Source: an optimization exercise on an open RTL-to-GDS flow (aim: small area). Production flows keep margins and buffers that such runs may drop. The RTL was checked by simulation tests, not by an equivalence proof against the original design. The clock port is modelled as an ideal driver, which makes a skipped or thinned clock tree look cheaper than it is; a real chip needs a root buffer or a tree. Power and IR drop assume default switching activity.

the previous run:
==> flow/design.v <==
module spi_master(
  input clk, rst,
  input start,
  input cpol, cpha,
  input [7:0] data_in,
  output [7:0] data_out,
  output sck,
  output [1:0] mode,
  output ss,
  output reg mosi,
  input miso
);
  reg buf_start;
  always @(posedge clk) buf_start <= start;
  reg [3:0] c;
  reg sck_base;
  wire ck_clr = rst | ~buf_start;
  wire c01 = c[0] & c[1];
  always @(posedge clk) begin
    if (ck_clr) begin
      c <= 4'd0;
      sck_base <= cpol;
    end else
      c <= {c01 & c[2], c[2] ^ c01, c[1] ^ c[0], ~c[0]};
  end
  wire spi_lead  = c[2] & ~c[1] & ~c[0];
  wire spi_trail = c[3];
  assign sck  = sck_base ^ c[2];
  assign mode = {cpol, cpha};
  reg [3:0] t;
  reg [7:0] temp_din;
  wire tx_ev   = cpha ? spi_lead : spi_trail;
  wire t_hold  = ~t[3] & t[2];
  wire t_idle  = ~t[3] & ~t[2] & ~t[1];
  wire t_stop  = ~t[3] & ~t[2] & t[1];
  wire tx_shift = t[3] ? tx_ev : (t_hold & spi_lead);
  wire t_last  = t[3] & ~t[2] & ~t[1] & ~t[0];
  reg [3:0] t_n;
  always @* begin
    if (t_idle)
      t_n = buf_start ? {cpha, 3'b111} : 4'b0000;
    else if (t_stop)
      t_n = 4'b0001;
    else if (tx_shift)
      t_n = t_last ? 4'b0010 : {1'b1, t[2] ^ ~(t[1] | t[0]), t[1] ^ ~t[0], ~t[0]};
    else
      t_n = t;
  end
  always @(posedge clk) begin
    if (rst) begin
      t <= 4'b0000;
      mosi <= 1'b0;
    end else begin
      t <= t_n;
      if (tx_shift) mosi <= temp_din[t[2:0]];
    end
    if (t_idle) temp_din <= data_in;
  end
  assign ss = ~(t[3] | t[2] | t[1] | t[0]);
  reg [3:0] r;
  reg [7:0] temp_dout;
  wire rx_ev  = cpha ? spi_trail : spi_lead;
  wire r_samp = r[3];
  wire r_idle = ~r[3] & r[0];
  wire rx_we  = r_samp & rx_ev;
  wire rx_clr = rst | r_idle;
  always @(posedge clk) begin
    if (rst)
      r <= 4'b0001;
    else if (r_samp)
      r <= {r[3] ^ (rx_ev & r[2] & r[1] & r[0]), r[2] ^ (rx_ev & r[1] & r[0]), r[1] ^ (rx_ev & r[0]), r[0] ^ rx_ev};
    else
      r <= (r_idle & buf_start) ? 4'b1000 : 4'b0001;
  end
  genvar i;
  generate for (i = 0; i < 8; i = i + 1) begin : g_rx
    wire we = rx_we & (r[2:0] == 3'd7 - i);
    always @(posedge clk)
      if (rx_clr | we) temp_dout[i] <= miso & ~rx_clr;
  end endgenerate
  assign data_out = temp_dout;
endmodule
clock: 10.0 ns
lec_check: 0
cap_margin: 20
core_margin: 2
core_utilization: 30
slew_margin: 20
standard.sh (not shown) runs the stock make flow with config.mk's settings and CLKGATE_MAP_FILE= SYNTH_SCRIPT=/design/flow/synth_recipe.tcl, a recipe that flattens the netlist after the stock synthesis.
==> flow/flow/run.sh <==
#!/bin/bash
# The standard layout with four changes:
#  - after the standard synthesis, the combinational logic is mapped again by
#    ABC for area (flow/reopt.sh); the registers stay as synthesis made them;
#  - the port buffers are the smallest buffer cell;
#  - after CTS, the clock tree is cut down to two inverters at its root, which
#    drives all flip-flops (flow/clock.tcl);
# Each tool's output goes to a log file of its own in this folder.
set -euo pipefail
cd "$(dirname "$0")/.."
export BUFFER_PORTS_ARGS="-buffer_cell sky130_fd_sc_hd__buf_1"
export CTS_ARGS="-sink_clustering_enable -repair_clock_nets -dont_use_dummy_load -buf_list sky130_fd_sc_hd__clkbuf_4"
R=orfs/results/$FLOW_PLATFORM/spi_master/base
bash standard.sh synth > synth.log 2>&1
cp $R/1_2_yosys.v $R/1_2_yosys_standard.v
bash flow/reopt.sh $R/1_2_yosys_standard.v $R/1_2_yosys.v flow/area1.abc flow/area2.abc flow/area3.abc flow/area4.abc > reopt.log 2>&1
rm -f $R/1_synth.odb $R/1_synth.sdc
bash standard.sh cts > layout_to_cts.log 2>&1
ODB_IN=$R/4_cts.odb ODB_OUT=$R/4_cts.odb ROOTCELL=sky130_fd_sc_hd__inv_12 PRECELL=sky130_fd_sc_hd__inv_2 \
  openroad -no_init -exit flow/clock.tcl > clock.log 2>&1
bash standard.sh > layout.log 2>&1
Other scripts of this flow, unchanged in this note and not shown: flow/flow/area1.abc, flow/flow/area2.abc, flow/flow/area3.abc, flow/flow/area4.abc, flow/flow/clock.tcl, flow/flow/reopt.sh
diff inputs: the previous run => the current run
-- flow/design.v --
<<< the previous run, line 57
    if (t_idle) temp_din <= data_in;
  end
  assign ss = ~(t[3] | t[2] | t[1] | t[0]);
  reg [3:0] r;
  reg [7:0] temp_dout;
>>> the current run, line 57
    if (t_idle) temp_din <= data_in;
  end
  assign ss = ~(t[3] | t[1] | t[0]);
  reg [3:0] r;
  reg [7:0] temp_dout;
==> comparison <==
Comparing the previous run and the current run, the lower area of the die is on the current run. Taking the previous run as the reference, in the current run total chip power +1.0%; routed wire length -0.98%. The lower met1 usage in global routing came out of the current run. In the metrics for the previous run and the current run, the one carrying the higher sequential group share of total power is the previous run. Re utilization after layout: the previous run was higher than the current run. Compared with the previous run, in the current run power density relative to cell area saw an increase; signed area change from the synthesized netlist to the final layout level.
No run of this note takes its clock network from TritonCTS; it comes from the design's own scripts or RTL.

==> afterwards: timing with drivers on the ports <==
In the flow no input, the clock included, has a driving cell. The finished layouts below were timed again as built, in two steps.
Step 1: set_driving_cell puts a clkbuf_16 on clk and a buf_2 on each other input, an assumption about the parent block.
Step 2 times the ports against the registers' clock, not the clock port: input delays grow and output delays shrink by t, the midpoint of the rising clock arrivals with the driver on.
Slacks: no drivers / after step 1 / after step 2; pairs: no drivers / after step 1.
| run | t (ns) | slack for setup (ns) | worst setup path after step 2 | clock arrival spread, ns | pins driven straight from the clock port |
|---|---|---|---|---|---|
| the previous run | 0.181 | 5.702 / 5.679 / 5.679 | input to output | 0.006 / 0.006 | 1 |
| the current run | 0.188 | 5.715 / 5.693 / 5.693 | input to output | 0.004 / 0.005 | 1 |
After both steps setup and hold are still met in every run listed. For the previous run, which loses most, drivers alone change the setup slack by -0.023 ns; drivers and shift together by -0.023 ns.
